Source: an optimization exercise on an open RTL-to-GDS flow (aim: a short achievable clock period and few clock cycles). Production flows keep margins and buffers that such runs may drop.
In this exercise RTL edits were held to simulation tests only and were not proved equivalent to the original.
Power figures rest on the tool's default switching activity, not on a simulated workload.

<file path="flow/constraint.sdc">
create_clock -name core_clock -period 10.0 [get_ports {clock}]
set_input_delay 2.0000 -clock core_clock [delete_from_list [all_inputs] [get_ports {clock}]]
set_output_delay 2.0000 -clock core_clock [all_outputs]
set_load 0.01 [all_outputs]
</file>
<file path="flow/run.sh">
#!/bin/bash
# synth_recipe.tcl (not shown) runs the flow's synth.tcl, then flattens the netlist and writes it again
# the make line also repeats each setting of config.mk as NAME=value (left out here)
make -C /OpenROAD-flow-scripts/flow DESIGN_CONFIG=/design/flow/config.mk WORK_HOME=/design/flow/orfs CLKGATE_MAP_FILE= SYNTH_SCRIPT=/design/flow/synth_recipe.tcl finish
</file>
<file path="flow/config.mk">
export PLATFORM = sky130hd
export DESIGN_NAME = LC3Core
export DESIGN_NICKNAME = LC3Core
export VERILOG_FILES = /design/flow/design.v
export SDC_FILE = /design/flow/constraint.sdc
export NUM_CORES = 4
export LEC_CHECK = 0
export CAP_MARGIN = 20
export CORE_MARGIN = 2
export CORE_UTILIZATION = 40
export SLEW_MARGIN = 20
</file>
<file path="flow/design.v">
module ctrlSigRom(
  input  [5:0] io_sel,
  output       io_out_LD_MAR,
  output       io_out_LD_MDR,
  output       io_out_LD_IR,
  output       io_out_LD_BEN,
  output       io_out_LD_REG,
  output       io_out_LD_CC,
  output       io_out_LD_PC,
  output       io_out_LD_PRIV,
  output       io_out_LD_SAVEDSSP,
  output       io_out_LD_SAVEDUSP,
  output       io_out_LD_VECTOR,
  output       io_out_GATE_PC,
  output       io_out_GATE_MDR,
  output       io_out_GATE_ALU,
  output       io_out_GATE_MARMUX,
  output       io_out_GATE_VECTOR,
  output       io_out_GATE_PC1,
  output       io_out_GATE_PSR,
  output       io_out_GATE_SP,
  output [1:0] io_out_PC_MUX,
  output [1:0] io_out_DR_MUX,
  output [1:0] io_out_SR1_MUX,
  output       io_out_ADDR1_MUX,
  output [1:0] io_out_ADDR2_MUX,
  output [1:0] io_out_SP_MUX,
  output       io_out_MAR_MUX,
  output [1:0] io_out_VECTOR_MUX,
  output       io_out_PSR_MUX,
  output [1:0] io_out_ALUK,
  output       io_out_MIO_EN,
  output       io_out_R_W,
  output       io_out_SET_PRIV
);
  wire [38:0] _GEN_1 = 6'h1 == io_sel ? 39'h602004000 : 39'h0;
  wire [38:0] _GEN_2 = 6'h2 == io_sel ? 39'h4001001100 : _GEN_1;
  wire [38:0] _GEN_3 = 6'h3 == io_sel ? 39'h4001001100 : _GEN_2;
  wire [38:0] _GEN_4 = 6'h4 == io_sel ? 39'h408010000 : _GEN_3;
  wire [38:0] _GEN_5 = 6'h5 == io_sel ? 39'h602004008 : _GEN_4;
  wire [38:0] _GEN_6 = 6'h6 == io_sel ? 39'h4001006900 : _GEN_5;
  wire [38:0] _GEN_7 = 6'h7 == io_sel ? 39'h4001006900 : _GEN_6;
  wire [38:0] _GEN_8 = 6'h8 == io_sel ? 39'h4002008018 : _GEN_7;
  wire [38:0] _GEN_9 = 6'h9 == io_sel ? 39'h602004010 : _GEN_8;
  wire [38:0] _GEN_10 = 6'ha == io_sel ? 39'h4001001100 : _GEN_9;
  wire [38:0] _GEN_11 = 6'hb == io_sel ? 39'h4001001100 : _GEN_10;
  wire [38:0] _GEN_12 = 6'hc == io_sel ? 39'h100086000 : _GEN_11;
  wire [38:0] _GEN_13 = 6'hd == io_sel ? 39'h2090200080 : _GEN_12;
  wire [38:0] _GEN_14 = 6'he == io_sel ? 39'h601001100 : _GEN_13;
  wire [38:0] _GEN_15 = 6'hf == io_sel ? 39'h4001000000 : _GEN_14;
  wire [38:0] _GEN_16 = 6'h10 == io_sel ? 39'h6 : _GEN_15;
  wire [38:0] _GEN_17 = 6'h11 == io_sel ? 39'h0 : _GEN_16;
  wire [38:0] _GEN_18 = 6'h12 == io_sel ? 39'h4108000000 : _GEN_17;
  wire [38:0] _GEN_19 = 6'h13 == io_sel ? 39'h0 : _GEN_18;
  wire [38:0] _GEN_20 = 6'h14 == io_sel ? 39'h508096000 : _GEN_19;
  wire [38:0] _GEN_21 = 6'h15 == io_sel ? 39'h100081800 : _GEN_20;
  wire [38:0] _GEN_22 = 6'h16 == io_sel ? 39'h100081000 : _GEN_21;
  wire [38:0] _GEN_23 = 6'h17 == io_sel ? 39'h2002000018 : _GEN_22;
  wire [38:0] _GEN_24 = 6'h18 == io_sel ? 39'h2000000004 : _GEN_23;
  wire [38:0] _GEN_25 = 6'h19 == io_sel ? 39'h2000000004 : _GEN_24;
  wire [38:0] _GEN_26 = 6'h1a == io_sel ? 39'h4004000000 : _GEN_25;
  wire [38:0] _GEN_27 = 6'h1b == io_sel ? 39'h604000000 : _GEN_26;
  wire [38:0] _GEN_28 = 6'h1c == io_sel ? 39'h2408010004 : _GEN_27;
  wire [38:0] _GEN_29 = 6'h1d == io_sel ? 39'h2000000004 : _GEN_28;
  wire [38:0] _GEN_30 = 6'h1e == io_sel ? 39'h104040000 : _GEN_29;
  wire [38:0] _GEN_31 = 6'h1f == io_sel ? 39'h4004000000 : _GEN_30;
  wire [38:0] _GEN_32 = 6'h20 == io_sel ? 39'h800000000 : _GEN_31;
  wire [38:0] _GEN_33 = 6'h21 == io_sel ? 39'h2000000004 : _GEN_32;
  wire [38:0] _GEN_34 = 6'h22 == io_sel ? 39'h400128000 : _GEN_33;
  wire [38:0] _GEN_35 = 6'h23 == io_sel ? 39'h1004000000 : _GEN_34;
  wire [38:0] _GEN_36 = 6'h24 == io_sel ? 39'h2000000004 : _GEN_35;
  wire [38:0] _GEN_37 = 6'h25 == io_sel ? 39'h4400128200 : _GEN_36;
  wire [38:0] _GEN_38 = 6'h26 == io_sel ? 39'h104040000 : _GEN_37;
  wire [38:0] _GEN_39 = 6'h27 == io_sel ? 39'h4400128000 : _GEN_38;
  wire [38:0] _GEN_40 = 6'h28 == io_sel ? 39'h2000000004 : _GEN_39;
  wire [38:0] _GEN_41 = 6'h29 == io_sel ? 39'h26 : _GEN_40;
  wire [38:0] _GEN_42 = 6'h2a == io_sel ? 39'h284000000 : _GEN_41;
  wire [38:0] _GEN_43 = 6'h2b == io_sel ? 39'h2000400000 : _GEN_42;
  wire [38:0] _GEN_44 = 6'h2c == io_sel ? 39'h2090200040 : _GEN_43;
  wire [38:0] _GEN_45 = 6'h2d == io_sel ? 39'h420128400 : _GEN_44;
  wire [38:0] _GEN_46 = 6'h2e == io_sel ? 39'h0 : _GEN_45;
  wire [38:0] _GEN_47 = 6'h2f == io_sel ? 39'h4400128400 : _GEN_46;
  wire [38:0] _GEN_48 = 6'h30 == io_sel ? 39'h6 : _GEN_47;
  wire [38:0] _GEN_49 = 6'h31 == io_sel ? 39'h2090200000 : _GEN_48;
  wire [38:0] _GEN_50 = 6'h32 == io_sel ? 39'h4000800000 : _GEN_49;
  wire [38:0] _GEN_51 = 6'h33 == io_sel ? 39'h0 : _GEN_50;
  wire [38:0] _GEN_52 = 6'h34 == io_sel ? 39'h2000000004 : _GEN_51;
  wire [38:0] _GEN_53 = 6'h35 == io_sel ? 39'h0 : _GEN_52;
  wire [38:0] _GEN_54 = 6'h36 == io_sel ? 39'h104040000 : _GEN_53;
  wire [38:0] _GEN_55 = 6'h37 == io_sel ? 39'h0 : _GEN_54;
  wire [38:0] _GEN_56 = 6'h38 == io_sel ? 39'h0 : _GEN_55;
  wire [38:0] _GEN_57 = 6'h39 == io_sel ? 39'h0 : _GEN_56;
  wire [38:0] _GEN_58 = 6'h3a == io_sel ? 39'h0 : _GEN_57;
  wire [38:0] _GEN_59 = 6'h3b == io_sel ? 39'h440128600 : _GEN_58;
  wire [38:0] _GEN_60 = 6'h3c == io_sel ? 39'h0 : _GEN_59;
  wire [38:0] _GEN_61 = 6'h3d == io_sel ? 39'h0 : _GEN_60;
  wire [38:0] _GEN_62 = 6'h3e == io_sel ? 39'h0 : _GEN_61;
  wire [38:0] _GEN_63 = 6'h3f == io_sel ? 39'h0 : _GEN_62;
  assign io_out_LD_MAR = _GEN_63[38];  
  assign io_out_LD_MDR = _GEN_63[37];  
  assign io_out_LD_IR = _GEN_63[36];  
  assign io_out_LD_BEN = _GEN_63[35];  
  assign io_out_LD_REG = _GEN_63[34];  
  assign io_out_LD_CC = _GEN_63[33];  
  assign io_out_LD_PC = _GEN_63[32];  
  assign io_out_LD_PRIV = _GEN_63[31];  
  assign io_out_LD_SAVEDSSP = _GEN_63[30];  
  assign io_out_LD_SAVEDUSP = _GEN_63[29];  
  assign io_out_LD_VECTOR = _GEN_63[28];  
  assign io_out_GATE_PC = _GEN_63[27];  
  assign io_out_GATE_MDR = _GEN_63[26];  
  assign io_out_GATE_ALU = _GEN_63[25];  
  assign io_out_GATE_MARMUX = _GEN_63[24];  
  assign io_out_GATE_VECTOR = _GEN_63[23];  
  assign io_out_GATE_PC1 = _GEN_63[22];  
  assign io_out_GATE_PSR = _GEN_63[21];  
  assign io_out_GATE_SP = _GEN_63[20];  
  assign io_out_PC_MUX = _GEN_63[19:18];  
  assign io_out_DR_MUX = _GEN_63[17:16];  
  assign io_out_SR1_MUX = _GEN_63[15:14];  
  assign io_out_ADDR1_MUX = _GEN_63[13];  
  assign io_out_ADDR2_MUX = _GEN_63[12:11];  
  assign io_out_SP_MUX = _GEN_63[10:9];  
  assign io_out_MAR_MUX = _GEN_63[8];  
  assign io_out_VECTOR_MUX = _GEN_63[7:6];  
  assign io_out_PSR_MUX = _GEN_63[5];  
  assign io_out_ALUK = _GEN_63[4:3];  
  assign io_out_MIO_EN = _GEN_63[2];  
  assign io_out_R_W = _GEN_63[1];  
  assign io_out_SET_PRIV = _GEN_63[0];  
endmodule
module Controller(
  input        clock,
  input        reset,
  input  [9:0] io_in_sig,
  input        io_in_int,
  input        io_in_r,
  input  [3:0] io_in_ir,
  input        io_in_ben,
  input        io_in_psr,
  output       io_out_LD_MAR,
  output       io_out_LD_MDR,
  output       io_out_LD_IR,
  output       io_out_LD_BEN,
  output       io_out_LD_REG,
  output       io_out_LD_CC,
  output       io_out_LD_PC,
  output       io_out_LD_PRIV,
  output       io_out_LD_SAVEDSSP,
  output       io_out_LD_SAVEDUSP,
  output       io_out_LD_VECTOR,
  output       io_out_GATE_PC,
  output       io_out_GATE_MDR,
  output       io_out_GATE_ALU,
  output       io_out_GATE_MARMUX,
  output       io_out_GATE_VECTOR,
  output       io_out_GATE_PC1,
  output       io_out_GATE_PSR,
  output       io_out_GATE_SP,
  output [1:0] io_out_PC_MUX,
  output [1:0] io_out_DR_MUX,
  output [1:0] io_out_SR1_MUX,
  output       io_out_ADDR1_MUX,
  output [1:0] io_out_ADDR2_MUX,
  output [1:0] io_out_SP_MUX,
  output       io_out_MAR_MUX,
  output [1:0] io_out_VECTOR_MUX,
  output       io_out_PSR_MUX,
  output [1:0] io_out_ALUK,
  output       io_out_MIO_EN,
  output       io_out_R_W,
  output       io_out_SET_PRIV,
  input        io_work,
  input        io_end
);
  wire [5:0] ctrlSigRom_io_sel;  
  wire  ctrlSigRom_io_out_LD_MAR;  
  wire  ctrlSigRom_io_out_LD_MDR;  
  wire  ctrlSigRom_io_out_LD_IR;  
  wire  ctrlSigRom_io_out_LD_BEN;  
  wire  ctrlSigRom_io_out_LD_REG;  
  wire  ctrlSigRom_io_out_LD_CC;  
  wire  ctrlSigRom_io_out_LD_PC;  
  wire  ctrlSigRom_io_out_LD_PRIV;  
  wire  ctrlSigRom_io_out_LD_SAVEDSSP;  
  wire  ctrlSigRom_io_out_LD_SAVEDUSP;  
  wire  ctrlSigRom_io_out_LD_VECTOR;  
  wire  ctrlSigRom_io_out_GATE_PC;  
  wire  ctrlSigRom_io_out_GATE_MDR;  
  wire  ctrlSigRom_io_out_GATE_ALU;  
  wire  ctrlSigRom_io_out_GATE_MARMUX;  
  wire  ctrlSigRom_io_out_GATE_VECTOR;  
  wire  ctrlSigRom_io_out_GATE_PC1;  
  wire  ctrlSigRom_io_out_GATE_PSR;  
  wire  ctrlSigRom_io_out_GATE_SP;  
  wire [1:0] ctrlSigRom_io_out_PC_MUX;  
  wire [1:0] ctrlSigRom_io_out_DR_MUX;  
  wire [1:0] ctrlSigRom_io_out_SR1_MUX;  
  wire  ctrlSigRom_io_out_ADDR1_MUX;  
  wire [1:0] ctrlSigRom_io_out_ADDR2_MUX;  
  wire [1:0] ctrlSigRom_io_out_SP_MUX;  
  wire  ctrlSigRom_io_out_MAR_MUX;  
  wire [1:0] ctrlSigRom_io_out_VECTOR_MUX;  
  wire  ctrlSigRom_io_out_PSR_MUX;  
  wire [1:0] ctrlSigRom_io_out_ALUK;  
  wire  ctrlSigRom_io_out_MIO_EN;  
  wire  ctrlSigRom_io_out_R_W;  
  wire  ctrlSigRom_io_out_SET_PRIV;  
  reg [5:0] state;  
  wire  _T = ~io_end;  
  wire  _T_1 = io_work & _T;  
  wire  _T_2 = 6'h0 == state;  
  wire [4:0] _T_3 = io_in_ben ? 5'h16 : 5'h12;  
  wire  _T_4 = 6'h1 == state;  
  wire  _T_5 = 6'h2 == state;  
  wire  _T_6 = 6'h3 == state;  
  wire  _T_7 = 6'h4 == state;  
  wire [4:0] _T_9 = io_in_ir[0] ? 5'h15 : 5'h14;  
  wire  _T_10 = 6'h5 == state;  
  wire  _T_11 = 6'h6 == state;  
  wire  _T_12 = 6'h7 == state;  
  wire  _T_13 = 6'h8 == state;  
  wire  _T_15 = 6'h9 == state;  
  wire  _T_16 = 6'ha == state;  
  wire  _T_17 = 6'hb == state;  
  wire  _T_18 = 6'hc == state;  
  wire  _T_19 = 6'hd == state;  
  wire  _T_21 = 6'he == state;  
  wire  _T_22 = 6'hf == state;  
  wire  _T_23 = 6'h10 == state;  
  wire [4:0] _T_24 = io_in_r ? 5'h12 : 5'h10;  
  wire  _T_25 = 6'h12 == state;  
  wire  _T_27 = 6'h14 == state;  
  wire  _T_28 = 6'h15 == state;  
  wire  _T_29 = 6'h16 == state;  
  wire  _T_30 = 6'h17 == state;  
  wire  _T_31 = 6'h18 == state;  
  wire [4:0] _T_32 = io_in_r ? 5'h1a : 5'h18;  
  wire  _T_33 = 6'h19 == state;  
  wire [4:0] _T_34 = io_in_r ? 5'h1b : 5'h19;  
  wire  _T_35 = 6'h1a == state;  
  wire  _T_36 = 6'h1b == state;  
  wire  _T_37 = 6'h1c == state;  
  wire [4:0] _T_38 = io_in_r ? 5'h1e : 5'h1c;  
  wire  _T_39 = 6'h1d == state;  
  wire [4:0] _T_40 = io_in_r ? 5'h1f : 5'h1d;  
  wire  _T_41 = 6'h1e == state;  
  wire  _T_42 = 6'h1f == state;  
  wire  _T_43 = 6'h20 == state;  
  wire  _T_44 = 6'h21 == state;  
  wire  _T_46 = 6'h22 == state;  
  wire  _T_48 = 6'h23 == state;  
  wire  _T_49 = 6'h24 == state;  
  wire  _T_51 = 6'h25 == state;  
  wire  _T_52 = 6'h26 == state;  
  wire  _T_53 = 6'h27 == state;  
  wire  _T_54 = 6'h28 == state;  
  wire  _T_56 = 6'h29 == state;  
  wire  _T_58 = 6'h2a == state;  
  wire  _T_59 = 6'h2b == state;  
  wire  _T_60 = 6'h2c == state;  
  wire  _T_61 = 6'h2d == state;  
  wire  _T_62 = 6'h2f == state;  
  wire  _T_63 = 6'h30 == state;  
  wire  _T_65 = 6'h31 == state;  
  wire  _T_67 = 6'h32 == state;  
  wire  _T_68 = 6'h33 == state;  
  wire  _T_69 = 6'h34 == state;  
  wire  _T_71 = 6'h36 == state;  
  wire  _T_72 = 6'h3b == state;  
  ctrlSigRom ctrlSigRom (  
    .io_sel(ctrlSigRom_io_sel),
    .io_out_LD_MAR(ctrlSigRom_io_out_LD_MAR),
    .io_out_LD_MDR(ctrlSigRom_io_out_LD_MDR),
    .io_out_LD_IR(ctrlSigRom_io_out_LD_IR),
    .io_out_LD_BEN(ctrlSigRom_io_out_LD_BEN),
    .io_out_LD_REG(ctrlSigRom_io_out_LD_REG),
    .io_out_LD_CC(ctrlSigRom_io_out_LD_CC),
    .io_out_LD_PC(ctrlSigRom_io_out_LD_PC),
    .io_out_LD_PRIV(ctrlSigRom_io_out_LD_PRIV),
    .io_out_LD_SAVEDSSP(ctrlSigRom_io_out_LD_SAVEDSSP),
    .io_out_LD_SAVEDUSP(ctrlSigRom_io_out_LD_SAVEDUSP),
    .io_out_LD_VECTOR(ctrlSigRom_io_out_LD_VECTOR),
    .io_out_GATE_PC(ctrlSigRom_io_out_GATE_PC),
    .io_out_GATE_MDR(ctrlSigRom_io_out_GATE_MDR),
    .io_out_GATE_ALU(ctrlSigRom_io_out_GATE_ALU),
    .io_out_GATE_MARMUX(ctrlSigRom_io_out_GATE_MARMUX),
    .io_out_GATE_VECTOR(ctrlSigRom_io_out_GATE_VECTOR),
    .io_out_GATE_PC1(ctrlSigRom_io_out_GATE_PC1),
    .io_out_GATE_PSR(ctrlSigRom_io_out_GATE_PSR),
    .io_out_GATE_SP(ctrlSigRom_io_out_GATE_SP),
    .io_out_PC_MUX(ctrlSigRom_io_out_PC_MUX),
    .io_out_DR_MUX(ctrlSigRom_io_out_DR_MUX),
    .io_out_SR1_MUX(ctrlSigRom_io_out_SR1_MUX),
    .io_out_ADDR1_MUX(ctrlSigRom_io_out_ADDR1_MUX),
    .io_out_ADDR2_MUX(ctrlSigRom_io_out_ADDR2_MUX),
    .io_out_SP_MUX(ctrlSigRom_io_out_SP_MUX),
    .io_out_MAR_MUX(ctrlSigRom_io_out_MAR_MUX),
    .io_out_VECTOR_MUX(ctrlSigRom_io_out_VECTOR_MUX),
    .io_out_PSR_MUX(ctrlSigRom_io_out_PSR_MUX),
    .io_out_ALUK(ctrlSigRom_io_out_ALUK),
    .io_out_MIO_EN(ctrlSigRom_io_out_MIO_EN),
    .io_out_R_W(ctrlSigRom_io_out_R_W),
    .io_out_SET_PRIV(ctrlSigRom_io_out_SET_PRIV)
  );
  assign io_out_LD_MAR = ctrlSigRom_io_out_LD_MAR;  
  assign io_out_LD_MDR = ctrlSigRom_io_out_LD_MDR;  
  assign io_out_LD_IR = ctrlSigRom_io_out_LD_IR;  
  assign io_out_LD_BEN = ctrlSigRom_io_out_LD_BEN;  
  assign io_out_LD_REG = ctrlSigRom_io_out_LD_REG;  
  assign io_out_LD_CC = ctrlSigRom_io_out_LD_CC;  
  assign io_out_LD_PC = ctrlSigRom_io_out_LD_PC;  
  assign io_out_LD_PRIV = ctrlSigRom_io_out_LD_PRIV;  
  assign io_out_LD_SAVEDSSP = ctrlSigRom_io_out_LD_SAVEDSSP;  
  assign io_out_LD_SAVEDUSP = ctrlSigRom_io_out_LD_SAVEDUSP;  
  assign io_out_LD_VECTOR = ctrlSigRom_io_out_LD_VECTOR;  
  assign io_out_GATE_PC = ctrlSigRom_io_out_GATE_PC;  
  assign io_out_GATE_MDR = ctrlSigRom_io_out_GATE_MDR;  
  assign io_out_GATE_ALU = ctrlSigRom_io_out_GATE_ALU;  
  assign io_out_GATE_MARMUX = ctrlSigRom_io_out_GATE_MARMUX;  
  assign io_out_GATE_VECTOR = ctrlSigRom_io_out_GATE_VECTOR;  
  assign io_out_GATE_PC1 = ctrlSigRom_io_out_GATE_PC1;  
  assign io_out_GATE_PSR = ctrlSigRom_io_out_GATE_PSR;  
  assign io_out_GATE_SP = ctrlSigRom_io_out_GATE_SP;  
  assign io_out_PC_MUX = ctrlSigRom_io_out_PC_MUX;  
  assign io_out_DR_MUX = ctrlSigRom_io_out_DR_MUX;  
  assign io_out_SR1_MUX = ctrlSigRom_io_out_SR1_MUX;  
  assign io_out_ADDR1_MUX = ctrlSigRom_io_out_ADDR1_MUX;  
  assign io_out_ADDR2_MUX = ctrlSigRom_io_out_ADDR2_MUX;  
  assign io_out_SP_MUX = ctrlSigRom_io_out_SP_MUX;  
  assign io_out_MAR_MUX = ctrlSigRom_io_out_MAR_MUX;  
  assign io_out_VECTOR_MUX = ctrlSigRom_io_out_VECTOR_MUX;  
  assign io_out_PSR_MUX = ctrlSigRom_io_out_PSR_MUX;  
  assign io_out_ALUK = ctrlSigRom_io_out_ALUK;  
  assign io_out_MIO_EN = ctrlSigRom_io_out_MIO_EN;  
  assign io_out_R_W = ctrlSigRom_io_out_R_W;  
  assign io_out_SET_PRIV = ctrlSigRom_io_out_SET_PRIV;  
  assign ctrlSigRom_io_sel = state;  
  always @(posedge clock) begin
    if (reset) begin
      state <= 6'h0;
    end else if (_T_1) begin
      if (_T_2) begin
        state <= {{1'd0}, _T_3};
      end else if (_T_4) begin
        state <= 6'h12;
      end else if (_T_5) begin
        state <= 6'h19;
      end else if (_T_6) begin
        state <= 6'h17;
      end else if (_T_7) begin
        state <= {{1'd0}, _T_9};
      end else if (_T_10) begin
        state <= 6'h12;
      end else if (_T_11) begin
        state <= 6'h19;
      end else if (_T_12) begin
        state <= 6'h17;
      end else if (_T_13) begin
        if (io_in_psr) begin
          state <= 6'h2c;
        end else begin
          state <= 6'h24;
        end
      end else if (_T_15) begin
        state <= 6'h12;
      end else if (_T_16) begin
        state <= 6'h18;
      end else if (_T_17) begin
        state <= 6'h1d;
      end else if (_T_18) begin
        state <= 6'h12;
      end else if (_T_19) begin
        if (io_in_psr) begin
          state <= 6'h2d;
        end else begin
          state <= 6'h25;
        end
      end else if (_T_21) begin
        state <= 6'h12;
      end else if (_T_22) begin
        state <= 6'h1c;
      end else if (_T_23) begin
        state <= {{1'd0}, _T_24};
      end else if (_T_25) begin
        if (io_in_int) begin
          state <= 6'h31;
        end else begin
          state <= 6'h21;
        end
      end else if (_T_27) begin
        state <= 6'h12;
      end else if (_T_28) begin
        state <= 6'h12;
      end else if (_T_29) begin
        state <= 6'h12;
      end else if (_T_30) begin
        state <= 6'h10;
      end else if (_T_31) begin
        state <= {{1'd0}, _T_32};
      end else if (_T_33) begin
        state <= {{1'd0}, _T_34};
      end else if (_T_35) begin
        state <= 6'h19;
      end else if (_T_36) begin
        state <= 6'h12;
      end else if (_T_37) begin
        state <= {{1'd0}, _T_38};
      end else if (_T_39) begin
        state <= {{1'd0}, _T_40};
      end else if (_T_41) begin
        state <= 6'h12;
      end else if (_T_42) begin
        state <= 6'h17;
      end else if (_T_43) begin
        state <= {{2'd0}, io_in_ir};
      end else if (_T_44) begin
        if (io_in_r) begin
          state <= 6'h23;
        end else begin
          state <= 6'h21;
        end
      end else if (_T_46) begin
        if (io_in_psr) begin
          state <= 6'h3b;
        end else begin
          state <= 6'h33;
        end
      end else if (_T_48) begin
        state <= 6'h20;
      end else if (_T_49) begin
        if (io_in_r) begin
          state <= 6'h26;
        end else begin
          state <= 6'h24;
        end
      end else if (_T_51) begin
        state <= 6'h29;
      end else if (_T_52) begin
        state <= 6'h27;
      end else if (_T_53) begin
        state <= 6'h28;
      end else if (_T_54) begin
        if (io_in_r) begin
          state <= 6'h2a;
        end else begin
          state <= 6'h28;
        end
      end else if (_T_56) begin
        if (io_in_r) begin
          state <= 6'h2b;
        end else begin
          state <= 6'h29;
        end
      end else if (_T_58) begin
        state <= 6'h22;
      end else if (_T_59) begin
        state <= 6'h2f;
      end else if (_T_60) begin
        state <= 6'h2d;
      end else if (_T_61) begin
        state <= 6'h25;
      end else if (_T_62) begin
        state <= 6'h30;
      end else if (_T_63) begin
        if (io_in_r) begin
          state <= 6'h32;
        end else begin
          state <= 6'h30;
        end
      end else if (_T_65) begin
        if (io_in_psr) begin
          state <= 6'h2d;
        end else begin
          state <= 6'h25;
        end
      end else if (_T_67) begin
        state <= 6'h34;
      end else if (_T_68) begin
        state <= 6'h12;
      end else if (_T_69) begin
        if (io_in_r) begin
          state <= 6'h36;
        end else begin
          state <= 6'h34;
        end
      end else if (_T_71) begin
        state <= 6'h12;
      end else if (_T_72) begin
        state <= 6'h12;
      end
    end
  end
endmodule
module Regfile(
  input         clock,
  input         reset,
  input         io_wen,
  input  [2:0]  io_wAddr,
  input  [2:0]  io_r1Addr,
  input  [2:0]  io_r2Addr,
  input  [15:0] io_wData,
  output [15:0] io_r1Data,
  output [15:0] io_r2Data
);
  reg [15:0] regfile_0;  
  reg [15:0] regfile_1;  
  reg [15:0] regfile_2;  
  reg [15:0] regfile_3;  
  reg [15:0] regfile_4;  
  reg [15:0] regfile_5;  
  reg [15:0] regfile_6;  
  reg [15:0] regfile_7;  
  wire [15:0] _GEN_17 = 3'h1 == io_r1Addr ? regfile_1 : regfile_0;  
  wire [15:0] _GEN_18 = 3'h2 == io_r1Addr ? regfile_2 : _GEN_17;  
  wire [15:0] _GEN_19 = 3'h3 == io_r1Addr ? regfile_3 : _GEN_18;  
  wire [15:0] _GEN_20 = 3'h4 == io_r1Addr ? regfile_4 : _GEN_19;  
  wire [15:0] _GEN_21 = 3'h5 == io_r1Addr ? regfile_5 : _GEN_20;  
  wire [15:0] _GEN_22 = 3'h6 == io_r1Addr ? regfile_6 : _GEN_21;  
  wire [15:0] _GEN_25 = 3'h1 == io_r2Addr ? regfile_1 : regfile_0;  
  wire [15:0] _GEN_26 = 3'h2 == io_r2Addr ? regfile_2 : _GEN_25;  
  wire [15:0] _GEN_27 = 3'h3 == io_r2Addr ? regfile_3 : _GEN_26;  
  wire [15:0] _GEN_28 = 3'h4 == io_r2Addr ? regfile_4 : _GEN_27;  
  wire [15:0] _GEN_29 = 3'h5 == io_r2Addr ? regfile_5 : _GEN_28;  
  wire [15:0] _GEN_30 = 3'h6 == io_r2Addr ? regfile_6 : _GEN_29;  
  assign io_r1Data = 3'h7 == io_r1Addr ? regfile_7 : _GEN_22;  
  assign io_r2Data = 3'h7 == io_r2Addr ? regfile_7 : _GEN_30;  
  always @(posedge clock) begin
    if (reset) begin
      regfile_0 <= 16'h0;
    end else if (io_wen) begin
      if (3'h0 == io_wAddr) begin
        regfile_0 <= io_wData;
      end
    end
    if (reset) begin
      regfile_1 <= 16'h0;
    end else if (io_wen) begin
      if (3'h1 == io_wAddr) begin
        regfile_1 <= io_wData;
      end
    end
    if (reset) begin
      regfile_2 <= 16'h0;
    end else if (io_wen) begin
      if (3'h2 == io_wAddr) begin
        regfile_2 <= io_wData;
      end
    end
    if (reset) begin
      regfile_3 <= 16'h0;
    end else if (io_wen) begin
      if (3'h3 == io_wAddr) begin
        regfile_3 <= io_wData;
      end
    end
    if (reset) begin
      regfile_4 <= 16'h0;
    end else if (io_wen) begin
      if (3'h4 == io_wAddr) begin
        regfile_4 <= io_wData;
      end
    end
    if (reset) begin
      regfile_5 <= 16'h0;
    end else if (io_wen) begin
      if (3'h5 == io_wAddr) begin
        regfile_5 <= io_wData;
      end
    end
    if (reset) begin
      regfile_6 <= 16'h0;
    end else if (io_wen) begin
      if (3'h6 == io_wAddr) begin
        regfile_6 <= io_wData;
      end
    end
    if (reset) begin
      regfile_7 <= 16'h0;
    end else if (io_wen) begin
      if (3'h7 == io_wAddr) begin
        regfile_7 <= io_wData;
      end
    end
  end
endmodule
module ALU(
  input  [15:0] io_ina,
  input  [15:0] io_inb,
  input  [1:0]  io_op,
  output [15:0] io_out
);
  wire  _T = 2'h0 == io_op;  
  wire [16:0] result = io_ina + io_inb;  
  wire  _T_4 = 2'h1 == io_op;  
  wire [15:0] _T_5 = io_ina & io_inb;  
  wire  _T_6 = 2'h2 == io_op;  
  wire [15:0] _T_7 = ~io_ina;  
  wire [15:0] _GEN_1 = _T_6 ? _T_7 : io_ina;  
  wire [15:0] _GEN_2 = _T_4 ? _T_5 : _GEN_1;  
  assign io_out = _T ? result[15:0] : _GEN_2;  
endmodule
module SimpleBus(
  input  [7:0]  io_GateSig,
  input  [15:0] io_GateData_0,
  input  [15:0] io_GateData_1,
  input  [15:0] io_GateData_2,
  input  [15:0] io_GateData_3,
  input  [15:0] io_GateData_5,
  input  [15:0] io_GateData_7,
  output [15:0] io_out
);
  wire  _T = io_GateSig == 8'h0;  
  wire [7:0] _T_4 = {{4'd0}, io_GateSig[7:4]};  
  wire [7:0] _T_6 = {io_GateSig[3:0], 4'h0};  
  wire [7:0] _T_8 = _T_6 & 8'hf0;  
  wire [7:0] _T_9 = _T_4 | _T_8;  
  wire [7:0] _GEN_8 = {{2'd0}, _T_9[7:2]};  
  wire [7:0] _T_14 = _GEN_8 & 8'h33;  
  wire [7:0] _T_16 = {_T_9[5:0], 2'h0};  
  wire [7:0] _T_18 = _T_16 & 8'hcc;  
  wire [7:0] _T_19 = _T_14 | _T_18;  
  wire [7:0] _GEN_9 = {{1'd0}, _T_19[7:1]};  
  wire [7:0] _T_24 = _GEN_9 & 8'h55;  
  wire [7:0] _T_26 = {_T_19[6:0], 1'h0};  
  wire [7:0] _T_28 = _T_26 & 8'haa;  
  wire [7:0] _T_29 = _T_24 | _T_28;  
  wire  _T_32 = |_T_29[7:4];  
  wire [3:0] _T_33 = _T_29[7:4] | _T_29[3:0];  
  wire  _T_36 = |_T_33[3:2];  
  wire [1:0] _T_37 = _T_33[3:2] | _T_33[1:0];  
  wire [2:0] _T_40 = {_T_32,_T_36,_T_37[1]};  
  wire [15:0] _GEN_1 = 3'h1 == _T_40 ? io_GateData_1 : io_GateData_0;  
  wire [15:0] _GEN_2 = 3'h2 == _T_40 ? io_GateData_2 : _GEN_1;  
  wire [15:0] _GEN_3 = 3'h3 == _T_40 ? io_GateData_3 : _GEN_2;  
  wire [15:0] _GEN_4 = 3'h4 == _T_40 ? 16'h2 : _GEN_3;  
  wire [15:0] _GEN_5 = 3'h5 == _T_40 ? io_GateData_5 : _GEN_4;  
  wire [15:0] _GEN_6 = 3'h6 == _T_40 ? 16'h0 : _GEN_5;  
  wire [15:0] _GEN_7 = 3'h7 == _T_40 ? io_GateData_7 : _GEN_6;  
  assign io_out = _T ? 16'h0 : _GEN_7;  
endmodule
module DataPath(
  input         clock,
  input         reset,
  input         io_signal_LD_MAR,
  input         io_signal_LD_MDR,
  input         io_signal_LD_IR,
  input         io_signal_LD_BEN,
  input         io_signal_LD_REG,
  input         io_signal_LD_CC,
  input         io_signal_LD_PC,
  input         io_signal_LD_PRIV,
  input         io_signal_LD_SAVEDSSP,
  input         io_signal_LD_SAVEDUSP,
  input         io_signal_LD_VECTOR,
  input         io_signal_GATE_PC,
  input         io_signal_GATE_MDR,
  input         io_signal_GATE_ALU,
  input         io_signal_GATE_MARMUX,
  input         io_signal_GATE_VECTOR,
  input         io_signal_GATE_PC1,
  input         io_signal_GATE_PSR,
  input         io_signal_GATE_SP,
  input  [1:0]  io_signal_PC_MUX,
  input  [1:0]  io_signal_DR_MUX,
  input  [1:0]  io_signal_SR1_MUX,
  input         io_signal_ADDR1_MUX,
  input  [1:0]  io_signal_ADDR2_MUX,
  input  [1:0]  io_signal_SP_MUX,
  input         io_signal_MAR_MUX,
  input  [1:0]  io_signal_VECTOR_MUX,
  input         io_signal_PSR_MUX,
  input  [1:0]  io_signal_ALUK,
  input         io_signal_MIO_EN,
  input         io_signal_R_W,
  input         io_signal_SET_PRIV,
  output [15:0] io_mem_raddr,
  input  [15:0] io_mem_rdata,
  output [15:0] io_mem_waddr,
  output [15:0] io_mem_wdata,
  output        io_mem_wen,
  input         io_mem_R,
  output [9:0]  io_out_sig,
  output        io_out_int,
  output        io_out_r,
  output [3:0]  io_out_ir,
  output        io_out_ben,
  output        io_out_psr,
  input         io_initPC_valid,
  input  [15:0] io_initPC_bits,
  output        io_uartRx_ready,
  input         io_uartRx_valid,
  input  [7:0]  io_uartRx_bits,
  input         io_uartTx_ready,
  output        io_uartTx_valid,
  output [7:0]  io_uartTx_bits,
  output        io_end
);
  wire  regfile_clock;  
  wire  regfile_reset;  
  wire  regfile_io_wen;  
  wire [2:0] regfile_io_wAddr;  
  wire [2:0] regfile_io_r1Addr;  
  wire [2:0] regfile_io_r2Addr;  
  wire [15:0] regfile_io_wData;  
  wire [15:0] regfile_io_r1Data;  
  wire [15:0] regfile_io_r2Data;  
  wire [15:0] alu_io_ina;  
  wire [15:0] alu_io_inb;  
  wire [1:0] alu_io_op;  
  wire [15:0] alu_io_out;  
  wire [7:0] bus_io_GateSig;  
  wire [15:0] bus_io_GateData_0;  
  wire [15:0] bus_io_GateData_1;  
  wire [15:0] bus_io_GateData_2;  
  wire [15:0] bus_io_GateData_3;  
  wire [15:0] bus_io_GateData_5;  
  wire [15:0] bus_io_GateData_7;  
  wire [15:0] bus_io_out;  
  reg [63:0] time_;  
  wire [63:0] _T_1 = time_ + 64'h1;  
  reg  BEN;  
  reg  N;  
  reg  P;  
  reg  Z;  
  reg [15:0] PC;  
  reg [15:0] RESET_PC;  
  reg [15:0] IR;  
  reg [15:0] MAR_REG;  
  reg [15:0] MDR;  
  reg [15:0] KBDR;  
  reg [15:0] KBSR;  
  reg [15:0] DDR;  
  reg [15:0] DSR;  
  reg [15:0] PRE_IR;  
  reg  END;  
  wire  _T_2 = IR == 16'h0;  
  wire  _T_3 = PRE_IR != 16'h0;  
  wire  _T_4 = _T_2 & _T_3;  
  wire  _GEN_2 = _T_4 | END;  
  wire [2:0] baseR = IR[8:6];  
  wire  isImm = IR[5];  
  wire [2:0] dst = IR[11:9];  
  wire [10:0] _T_8 = IR[4] ? 11'h7ff : 11'h0;  
  wire [15:0] offset5 = {_T_8,IR[4:0]};  
  wire [9:0] _T_12 = IR[5] ? 10'h3ff : 10'h0;  
  wire [15:0] offset6 = {_T_12,IR[5:0]};  
  wire [6:0] _T_16 = IR[8] ? 7'h7f : 7'h0;  
  wire [15:0] offset9 = {_T_16,IR[8:0]};  
  wire [4:0] _T_20 = IR[10] ? 5'h1f : 5'h0;  
  wire [15:0] offset11 = {_T_20,IR[10:0]};  
  wire [15:0] offset8 = {8'h0,IR[7:0]};  
  wire [15:0] ADDR1MUX = io_signal_ADDR1_MUX ? regfile_io_r1Data : PC;  
  wire  _T_22 = 2'h1 == io_signal_ADDR2_MUX;  
  wire [15:0] _T_23 = _T_22 ? offset6 : 16'h0;  
  wire  _T_24 = 2'h2 == io_signal_ADDR2_MUX;  
  wire [15:0] _T_25 = _T_24 ? offset9 : _T_23;  
  wire  _T_26 = 2'h3 == io_signal_ADDR2_MUX;  
  wire [15:0] ADDR2MUX = _T_26 ? offset11 : _T_25;  
  wire [15:0] addrOut = ADDR1MUX + ADDR2MUX;  
  wire  _T_28 = PC == 16'h0;  
  wire [15:0] _T_30 = PC + 16'h1;  
  wire  _T_32 = 2'h0 == io_signal_PC_MUX;  
  wire  _T_34 = 2'h1 == io_signal_PC_MUX;  
  wire [15:0] BUSOUT = bus_io_out;  
  wire  _T_36 = 2'h2 == io_signal_PC_MUX;  
  wire  _T_39 = 2'h0 == io_signal_DR_MUX;  
  wire [2:0] _T_40 = _T_39 ? dst : dst;  
  wire  _T_41 = 2'h1 == io_signal_DR_MUX;  
  wire [2:0] _T_42 = _T_41 ? 3'h7 : _T_40;  
  wire  _T_43 = 2'h2 == io_signal_DR_MUX;  
  wire  _T_47 = 2'h0 == io_signal_SR1_MUX;  
  wire [2:0] _T_48 = _T_47 ? dst : dst;  
  wire  _T_49 = 2'h1 == io_signal_SR1_MUX;  
  wire [2:0] _T_50 = _T_49 ? baseR : _T_48;  
  wire  _T_51 = 2'h2 == io_signal_SR1_MUX;  
  wire [15:0] _T_53 = regfile_io_r1Data + 16'h1;  
  wire [15:0] _T_57 = regfile_io_r1Data - 16'h1;  
  wire  _T_58 = 2'h1 == io_signal_SP_MUX;  
  wire [15:0] _T_59 = _T_58 ? _T_57 : _T_53;  
  wire  _T_60 = 2'h2 == io_signal_SP_MUX;  
  wire [15:0] _T_61 = _T_60 ? 16'h6 : _T_59;  
  wire  _T_62 = 2'h3 == io_signal_SP_MUX;  
  wire  _T_69 = ~io_signal_R_W;  
  wire  MEM_RD = io_signal_MIO_EN & _T_69;  
  wire [15:0] MAR = io_signal_LD_MAR ? BUSOUT : MAR_REG;  
  wire  _T_70 = MAR < 16'hfe00;  
  wire  MEM_EN = io_signal_MIO_EN & _T_70;  
  wire  _T_71 = MAR == 16'hfe00;  
  wire  _T_72 = MEM_RD & _T_71;  
  wire  _T_73 = MAR == 16'hfe02;  
  wire  _T_74 = MEM_RD & _T_73;  
  wire  _T_75 = MAR == 16'hfe04;  
  wire  _T_76 = MEM_RD & _T_75;  
  wire [15:0] _T_80 = _T_76 ? DSR : io_mem_rdata;  
  wire [15:0] _T_81 = _T_74 ? KBDR : _T_80;  
  wire [15:0] IN_MUX = _T_72 ? KBSR : _T_81;  
  wire  _T_85 = io_uartRx_ready & io_uartRx_valid;  
  wire [15:0] _T_86 = {8'h0,io_uartRx_bits};  
  wire  _T_89 = _T_71 & io_signal_MIO_EN;  
  wire  LD_KBSR = _T_89 & io_signal_R_W;  
  wire  _T_91 = _T_75 & io_signal_MIO_EN;  
  wire  LD_DSR = _T_91 & io_signal_R_W;  
  wire  _T_92 = MAR == 16'hfe06;  
  wire  _T_93 = _T_92 & io_signal_MIO_EN;  
  wire  LD_DDR = _T_93 & io_signal_R_W;  
  wire [15:0] _T_94 = {io_uartTx_ready,15'h0};  
  reg  _T_95;  
  wire [3:0] _T_100 = {io_signal_GATE_VECTOR,io_signal_GATE_PC1,io_signal_GATE_PSR,io_signal_GATE_SP};  
  wire [3:0] _T_103 = {io_signal_GATE_PC,io_signal_GATE_MDR,io_signal_GATE_ALU,io_signal_GATE_MARMUX};  
  wire  _T_112 = IR[11] & N;  
  wire  _T_114 = IR[10] & Z;  
  wire  _T_115 = _T_112 | _T_114;  
  wire  _T_117 = IR[9] & P;  
  wire  _T_118 = _T_115 | _T_117;  
  wire  _T_119 = time_ == 64'h0;  
  wire  _T_120 = io_signal_LD_PC | _T_119;  
  wire [15:0] dstData = regfile_io_wData;
  wire  _T_122 = |dstData;  
  wire  _T_123 = ~_T_122;  
  wire  _T_125 = ~dstData[15];  
  wire  _T_127 = _T_125 & _T_122;  
  wire  _GEN_11 = io_signal_LD_CC ? _T_123 : Z;  
  wire [15:0] in_mux = IN_MUX;  
  wire [15:0] mem_en = {{15'd0}, MEM_EN};  
  Regfile regfile (  
    .clock(regfile_clock),
    .reset(regfile_reset),
    .io_wen(regfile_io_wen),
    .io_wAddr(regfile_io_wAddr),
    .io_r1Addr(regfile_io_r1Addr),
    .io_r2Addr(regfile_io_r2Addr),
    .io_wData(regfile_io_wData),
    .io_r1Data(regfile_io_r1Data),
    .io_r2Data(regfile_io_r2Data)
  );
  ALU alu (  
    .io_ina(alu_io_ina),
    .io_inb(alu_io_inb),
    .io_op(alu_io_op),
    .io_out(alu_io_out)
  );
  SimpleBus bus (  
    .io_GateSig(bus_io_GateSig),
    .io_GateData_0(bus_io_GateData_0),
    .io_GateData_1(bus_io_GateData_1),
    .io_GateData_2(bus_io_GateData_2),
    .io_GateData_3(bus_io_GateData_3),
    .io_GateData_5(bus_io_GateData_5),
    .io_GateData_7(bus_io_GateData_7),
    .io_out(bus_io_out)
  );
  assign io_mem_raddr = io_signal_LD_MAR ? BUSOUT : MAR_REG;  
  assign io_mem_waddr = io_signal_LD_MAR ? BUSOUT : MAR_REG;  
  assign io_mem_wdata = MDR;  
  assign io_mem_wen = io_signal_MIO_EN & io_signal_R_W;  
  assign io_out_sig = 10'h0;
  assign io_out_int = 1'h0;  
  assign io_out_r = io_mem_R;  
  assign io_out_ir = IR[15:12];  
  assign io_out_ben = BEN;  
  assign io_out_psr = 1'h0;  
  assign io_uartRx_ready = ~KBSR[15];  
  assign io_uartTx_valid = _T_95;  
  assign io_uartTx_bits = DDR[7:0];  
  assign io_end = END;  
  assign regfile_clock = clock;
  assign regfile_reset = reset;
  assign regfile_io_wen = io_signal_LD_REG;  
  assign regfile_io_wAddr = _T_43 ? 3'h6 : _T_42;  
  assign regfile_io_r1Addr = _T_51 ? 3'h6 : _T_50;  
  assign regfile_io_r2Addr = IR[2:0];  
  assign regfile_io_wData = bus_io_out;  
  assign alu_io_ina = regfile_io_r1Data;  
  assign alu_io_inb = isImm ? offset5 : regfile_io_r2Data;  
  assign alu_io_op = io_signal_ALUK;  
  assign bus_io_GateSig = {_T_103,_T_100};  
  assign bus_io_GateData_0 = PC;  
  assign bus_io_GateData_1 = MDR;  
  assign bus_io_GateData_2 = alu_io_out;  
  assign bus_io_GateData_3 = io_signal_MAR_MUX ? addrOut : offset8;  
  assign bus_io_GateData_5 = PC - 16'h1;  
  assign bus_io_GateData_7 = _T_62 ? 16'h6 : _T_61;  
  always @(posedge clock) begin
    if (reset) begin
      time_ <= 64'h0;
    end else begin
      time_ <= _T_1;
    end
    if (reset) begin
      BEN <= 1'h0;
    end else if (io_signal_LD_BEN) begin
      BEN <= _T_118;
    end
    if (reset) begin
      N <= 1'h0;
    end else if (io_signal_LD_CC) begin
      N <= dstData[15];
    end
    if (reset) begin
      P <= 1'h0;
    end else if (io_signal_LD_CC) begin
      P <= _T_127;
    end
    Z <= reset | _GEN_11;
    if (reset) begin
      PC <= 16'h3000;
    end else if (_T_120) begin
      if (_T_36) begin
        PC <= addrOut;
      end else if (_T_34) begin
        PC <= BUSOUT;
      end else if (_T_32) begin
        if (_T_28) begin
          PC <= RESET_PC;
        end else begin
          PC <= _T_30;
        end
      end else begin
        PC <= RESET_PC;
      end
    end else if (io_initPC_valid) begin
      PC <= io_initPC_bits;
    end
    if (reset) begin
      RESET_PC <= 16'h3000;
    end else if (io_initPC_valid) begin
      RESET_PC <= io_initPC_bits;
    end
    if (reset) begin
      IR <= 16'h0;
    end else if (io_signal_LD_IR) begin
      IR <= MDR;
    end
    if (reset) begin
      MAR_REG <= 16'h0;
    end else if (io_signal_LD_MAR) begin
      MAR_REG <= BUSOUT;
    end
    if (reset) begin
      MDR <= 16'h0;
    end else if (io_signal_LD_MDR) begin
      if (io_signal_MIO_EN) begin
        if (_T_72) begin
          MDR <= KBSR;
        end else if (_T_74) begin
          MDR <= KBDR;
        end else if (_T_76) begin
          MDR <= DSR;
        end else begin
          MDR <= io_mem_rdata;
        end
      end else begin
        MDR <= BUSOUT;
      end
    end
    if (reset) begin
      KBDR <= 16'h0;
    end else if (_T_85) begin
      KBDR <= _T_86;
    end
    if (reset) begin
      KBSR <= 16'h0;
    end else if (LD_KBSR) begin
      KBSR <= MDR;
    end else if (_T_85) begin
      KBSR <= 16'h8000;
    end
    if (reset) begin
      DDR <= 16'h0;
    end else if (LD_DDR) begin
      DDR <= MDR;
    end
    if (reset) begin
      DSR <= 16'h0;
    end else if (LD_DSR) begin
      DSR <= MDR;
    end else begin
      DSR <= _T_94;
    end
    PRE_IR <= IR;
    if (reset) begin
      END <= 1'h0;
    end else begin
      END <= _GEN_2;
    end
    _T_95 <= _T_93 & io_signal_R_W;
  end
endmodule
module LC3Core(
  input         clock,
  input         reset,
  output [15:0] io_mem_raddr,
  input  [15:0] io_mem_rdata,
  output [15:0] io_mem_waddr,
  output [15:0] io_mem_wdata,
  output        io_mem_wen,
  output        io_kb_ready,
  input         io_kb_valid,
  input  [7:0]  io_kb_bits,
  input         io_disp_ready,
  output        io_disp_valid,
  output [7:0]  io_disp_bits,
  output        io_end
);
  wire  c_LD_MAR, c_LD_MDR, c_LD_IR, c_LD_BEN, c_LD_REG, c_LD_CC, c_LD_PC, c_LD_PRIV;
  wire  c_LD_SAVEDSSP, c_LD_SAVEDUSP, c_LD_VECTOR;
  wire  c_GATE_PC, c_GATE_MDR, c_GATE_ALU, c_GATE_MARMUX, c_GATE_VECTOR, c_GATE_PC1, c_GATE_PSR, c_GATE_SP;
  wire [1:0] c_PC_MUX, c_DR_MUX, c_SR1_MUX, c_ADDR2_MUX, c_SP_MUX, c_VECTOR_MUX, c_ALUK;
  wire  c_ADDR1_MUX, c_MAR_MUX, c_PSR_MUX, c_MIO_EN, c_R_W, c_SET_PRIV;
  wire [9:0] d_sig;
  wire  d_int, d_r, d_ben, d_psr, d_end;
  wire [3:0] d_ir;
  Controller controller (
    .clock(clock), .reset(reset),
    .io_in_sig(d_sig), .io_in_int(d_int), .io_in_r(d_r), .io_in_ir(d_ir),
    .io_in_ben(d_ben), .io_in_psr(d_psr),
    .io_out_LD_MAR(c_LD_MAR), .io_out_LD_MDR(c_LD_MDR), .io_out_LD_IR(c_LD_IR),
    .io_out_LD_BEN(c_LD_BEN), .io_out_LD_REG(c_LD_REG), .io_out_LD_CC(c_LD_CC),
    .io_out_LD_PC(c_LD_PC), .io_out_LD_PRIV(c_LD_PRIV), .io_out_LD_SAVEDSSP(c_LD_SAVEDSSP),
    .io_out_LD_SAVEDUSP(c_LD_SAVEDUSP), .io_out_LD_VECTOR(c_LD_VECTOR),
    .io_out_GATE_PC(c_GATE_PC), .io_out_GATE_MDR(c_GATE_MDR), .io_out_GATE_ALU(c_GATE_ALU),
    .io_out_GATE_MARMUX(c_GATE_MARMUX), .io_out_GATE_VECTOR(c_GATE_VECTOR),
    .io_out_GATE_PC1(c_GATE_PC1), .io_out_GATE_PSR(c_GATE_PSR), .io_out_GATE_SP(c_GATE_SP),
    .io_out_PC_MUX(c_PC_MUX), .io_out_DR_MUX(c_DR_MUX), .io_out_SR1_MUX(c_SR1_MUX),
    .io_out_ADDR1_MUX(c_ADDR1_MUX), .io_out_ADDR2_MUX(c_ADDR2_MUX), .io_out_SP_MUX(c_SP_MUX),
    .io_out_MAR_MUX(c_MAR_MUX), .io_out_VECTOR_MUX(c_VECTOR_MUX), .io_out_PSR_MUX(c_PSR_MUX),
    .io_out_ALUK(c_ALUK), .io_out_MIO_EN(c_MIO_EN), .io_out_R_W(c_R_W),
    .io_out_SET_PRIV(c_SET_PRIV),
    .io_work(1'h1), .io_end(d_end)
  );
  DataPath dataPath (
    .clock(clock), .reset(reset),
    .io_signal_LD_MAR(c_LD_MAR), .io_signal_LD_MDR(c_LD_MDR), .io_signal_LD_IR(c_LD_IR),
    .io_signal_LD_BEN(c_LD_BEN), .io_signal_LD_REG(c_LD_REG), .io_signal_LD_CC(c_LD_CC),
    .io_signal_LD_PC(c_LD_PC), .io_signal_LD_PRIV(c_LD_PRIV),
    .io_signal_LD_SAVEDSSP(c_LD_SAVEDSSP), .io_signal_LD_SAVEDUSP(c_LD_SAVEDUSP),
    .io_signal_LD_VECTOR(c_LD_VECTOR),
    .io_signal_GATE_PC(c_GATE_PC), .io_signal_GATE_MDR(c_GATE_MDR), .io_signal_GATE_ALU(c_GATE_ALU),
    .io_signal_GATE_MARMUX(c_GATE_MARMUX), .io_signal_GATE_VECTOR(c_GATE_VECTOR),
    .io_signal_GATE_PC1(c_GATE_PC1), .io_signal_GATE_PSR(c_GATE_PSR), .io_signal_GATE_SP(c_GATE_SP),
    .io_signal_PC_MUX(c_PC_MUX), .io_signal_DR_MUX(c_DR_MUX), .io_signal_SR1_MUX(c_SR1_MUX),
    .io_signal_ADDR1_MUX(c_ADDR1_MUX), .io_signal_ADDR2_MUX(c_ADDR2_MUX), .io_signal_SP_MUX(c_SP_MUX),
    .io_signal_MAR_MUX(c_MAR_MUX), .io_signal_VECTOR_MUX(c_VECTOR_MUX), .io_signal_PSR_MUX(c_PSR_MUX),
    .io_signal_ALUK(c_ALUK), .io_signal_MIO_EN(c_MIO_EN), .io_signal_R_W(c_R_W),
    .io_signal_SET_PRIV(c_SET_PRIV),
    .io_mem_raddr(io_mem_raddr), .io_mem_rdata(io_mem_rdata), .io_mem_waddr(io_mem_waddr),
    .io_mem_wdata(io_mem_wdata), .io_mem_wen(io_mem_wen), .io_mem_R(1'h1),
    .io_out_sig(d_sig), .io_out_int(d_int), .io_out_r(d_r), .io_out_ir(d_ir),
    .io_out_ben(d_ben), .io_out_psr(d_psr),
    .io_initPC_valid(1'h0), .io_initPC_bits(16'h0),
    .io_uartRx_ready(io_kb_ready), .io_uartRx_valid(io_kb_valid), .io_uartRx_bits(io_kb_bits),
    .io_uartTx_ready(io_disp_ready), .io_uartTx_valid(io_disp_valid), .io_uartTx_bits(io_disp_bits),
    .io_end(d_end)
  );
  assign io_end = d_end;
endmodule
</file>
==> out/metrics.cfg <==
[die]
ios = 88
start_util = 0.405
fp.dieH_um = 243
num_rows = 87
die_x_um = 243
core_area_um2 = 56500
die_area_um2 = 59200

[yosys]
yosys.cell_types.count = 109
yosysSeqAreaShare = 0.290
synth-seq-cells = 332
synth_ff_type = dfxtp_1
syn_nets = 3123
syn_area_um2 = 22900
synth_top_area_frac = 0.290
avgSynthCellArea_um2 = 7.53
async_reset_ff_frac = 0
synth_area_leaders = dfxtp_1 29%, nand2_1 6.4%, nor2_1 6.4%
yosys.area.top_type = dfxtp_1
synthCells = 3042
ys.warnings.count = 3
synth_edf_count = 0

[sta]
finalHoldViolCount = 0
tightest_slew_ns = 1.26
period_needed_ns = 9.71
rsz0062_at_grt = no
max-slew-margin-rel = 0.158
finalCritPeriodShare = 0.971
fmax_mhz = 103
finalSetupViolations = 0
drv_slew = 0
whs_ns = 0.450
tns_ns = 0
fin_worst_skew_ns = 0.0183

[clock_network]
cts.sinks = 332
clk_pin_slew_worst_paths_ns = 0.06
cts_max_level = 2
cts_buffer_depth = 3
root_buffer = clkbuf_16
cts-hold-fix-buffers = 0
cts_buffers = 39
cts_tree = built
clk_latency_ns = 0.59

[job]
maxCapViolations = 0

[route]
wl_per_cell_um = 28.6
wl_um = 111000
vias = 24800
dr.first_iter.drc_count = 2873
vias_per_cell = 6.38
drcViolationCount = 0
firstDrtPassIters = 6
ant_nets = 0

[pwr]
leakage_nw = 9.75
irDropWorstVdd_uv = 259
power.density_nw_per_um2 = 318
finalPower_mw = 8.41

[outcome]
status = finished clean

[critical_path]
arrival_ns = 7.71
critPathMaxFanout = 17
critPathLaunchType = flop
r2r_cells = 28
worstSetupStartpoint = controller.state[1]
critical_path_class = reg2out
crit_end = io_mem_raddr[15]
r2r_slack_ns = 1.36
r2r_end = dataPath.MDR[15]
worstSetupEndpointType = primary output
worstReg2RegStart = controller.state[3]
worstPathRequired_ns = 8.00

[finish]
nNetsFinal = 3188
fin_area_um2 = 26400
fin_cells = 3892
drive_above_1_share = 0.117
synthToLayoutAreaGrowth_pct = 15.5

[global_routing]
track_usage = 0.363
overflow = 0
antenna_found_initial = 3
grt_pass1_vias = 23000
grt_pass1_wl_um = 160000
grt_max_degree = 90

[placement]
place.gp.congestion = 1.07
dpl.cell_count = 3820
placed_area_um2 = 25100
dp_hpwl_um = 84800
port_buffers = 87

[hold_path]
min_path_type = reg2reg

-- logic make-up after synthesis --
kind of cell | after synthesis | synth area share
multiplexers | 141 | 0.0711
flip-flops | 332 | 0.290
AND/OR/NAND/NOR | 1253 | 0.257
AO/OA/AOI/OAI | 857 | 0.253
buffers and inverters | 299 | 0.0586
adder cells (fa/ha/maj) | 53 | 0.0296
XOR/XNOR | 107 | 0.0409
-- synthesized netlist by cell type, types with 51 or more instances --
cell type	count
nand2_1	392
nor2_1	391
dfxtp_1	332
a21oi_1	241
clkbuf_1	150
o21ai_0	139
mux2i_1	111
nor3_1	83
a211oi_1	78
nand3_1	76
xor2_1	61
inv_1	58
and2_1	54
ha_1	51
-- metal layers --
| layer | track usage | vias up | share of wire |
|---|---|---|---|
| met5 | 0 | - | 0.00021 |
| met4 | 0.135 | 4 | 0.042 |
| met3 | 0.0954 | 262 | 0.11 |
| met2 | 0.536 | 1441 | 0.42 |
| met1 | 0.504 | 12000 | 0.43 |
| li1 | - | 11200 | - |
-- worst min path at each step --
stage / start / to / slack, ns / cells past startpoint
after CTS: dataPath.IR[14] / dataPath.PRE_IR[14] / 0.44 / 0
after detailed placement: dataPath.IR[14] / dataPath.PRE_IR[14] / 0.43 / 0
after global routing: dataPath.IR[14] / dataPath.PRE_IR[14] / 0.44 / 0
after global placement: dataPath.IR[14] / dataPath.PRE_IR[14] / 0.42 / 0
final: dataPath.IR[14] / dataPath.PRE_IR[14] / 0.45 / 0
after floorplan: dataPath.IR[10] / dataPath.PRE_IR[10] / 0.33 / 0
-- per-stage QoR --
step | setup WS (ns) | util
final | 0.286 | 0.468
after global routing | 0.00642 | 0.468
after CTS | 0.265 | 0.467
after detailed placement | 0.920 | 0.444
after global placement | 1.04 | 0.443
after floorplan | 2.45 | -
-- timing repair --
action,CTS,global route
endpoints found under the setup margin,0,16
hold endpoints to repair,0,0
gates resized for setup,0,3
setup buffers,0,0
-- cells in the final DEF (no fill, tap or decap), types with 13 or more instances in the layout --
cell type	n
a21oi_1	238
nand4_1	26
a221oi_1	17
o211ai_1	30
inv_1	58
xnor2_1	46
o21ai_1	20
a2111oi_0	14
nand2b_1	25
xor2_1	61
nand2_1	392
o31ai_1	13
nor2b_1	23
a211oi_1	78
nor3_1	79
a31oi_1	27
or3_1	38
o22ai_1	28
clkbuf_16	39
a21oi_2	13
and3_1	26
nand3_1	76
dfxtp_1	326
buf_4	172
mux4_2	15
mux2i_1	110
o21ai_0	137
and2_1	54
ha_1	51
nor2_1	386
clkdlybuf4s50_1	86
a21o_1	33
nor4_1	43
o21a_1	24
mux2_2	14
-- sequential cells by signal, summed over array words and instances (netlist names), 16 cells and up --
register	count
dataPath.DSR	16
dataPath.IR	16
dataPath.KBSR	16
dataPath.MAR_REG	16
dataPath.MDR	16
dataPath.PC	16
dataPath.PRE_IR	16
dataPath.regfile.regfile_0	16
dataPath.regfile.regfile_1	16
dataPath.regfile.regfile_2	16
dataPath.regfile.regfile_3	16
dataPath.regfile.regfile_4	16
dataPath.regfile.regfile_5	16
dataPath.regfile.regfile_6	16
dataPath.regfile.regfile_7	16
dataPath.time_	64
-- power breakdown --
group	leakage, nW	switching [mW]	internal, mW
Combinational	6.42	3.56	1.78
Clock	0.641	0.620	0.868
Sequential	2.69	0.169	1.41
Total	9.75	4.35	4.06
-- area by class of cell --
| cell class | instances | area [um2] |
|---|---|---|
| diodes | 2 | 5.00 |
| clock buffers | 54 | 1110 |
| inverters | 61 | 229 |
| repair buffers | 261 | 2190 |
| well taps | 756 | 946 |
| fillers | 5674 | 30100 |
| flip-flops and latches | 332 | 6650 |
| clock inverters | 14 | 219 |
| multi-input cells | 2412 | 15100 |
-- worst max-delay path, cell delays in order (launching register included) --
cell             delay (ns)
dfxtp_1                0.71
buf_4                  0.27
nor3b_1                0.08
a2bb2oi_1              0.28
buf_4                  0.23
nand2_1                0.06
buf_4                  0.18
a21oi_4                0.35
buf_4                  0.23
buf_4                  0.20
mux2i_1                0.10
a211oi_1               0.60
and2_1                 0.33
buf_4                  0.20
ha_1                   0.27
nor3_1                 0.10
nor3b_1                0.27
nor2_1                 0.08
o41ai_1                0.36
buf_4                  0.25
xor2_1                 0.17
nor3_1                 0.07
a311o_1                0.30
nor3_1                 0.28
o311ai_1               0.20
and2_1                 0.20
inv_1                  0.16
clkdlybuf4s50_1        0.58
Testbench counts, summed over its fixed seeds: cycles 173,742.

[port drivers added, routing unchanged]
Ports are ideal in the flow. The routed layout listed here was re-timed in OpenROAD.
Step 1 (the two cells are an assumption about what drives the block):
set clk [get_ports {clock}]
set_driving_cell -lib_cell sky130_fd_sc_hd__clkbuf_16 $clk
set_driving_cell -lib_cell sky130_fd_sc_hd__buf_2 [delete_from_list [all_inputs] $clk]
Step 2 moves the port delays by t, midway between the first and last clock arrival at a register: inputs arrive t later, outputs are due t later. That takes back most of the time a late clock gives input paths.
Three values: ideal ports, drivers, drivers and shift; two values: the first two.
t, ns: 0.645
slack for setup (ns): 0.286 / 0.222 / 0.867
worst setup path after step 2: register to output
worst slew at a driven data input, ns: 0.08
pins driven straight from the clock port: 1
After both steps setup and hold are still met in this run. The setup slack of this run moves by -0.064 ns with the drivers and by +0.581 ns with both steps.
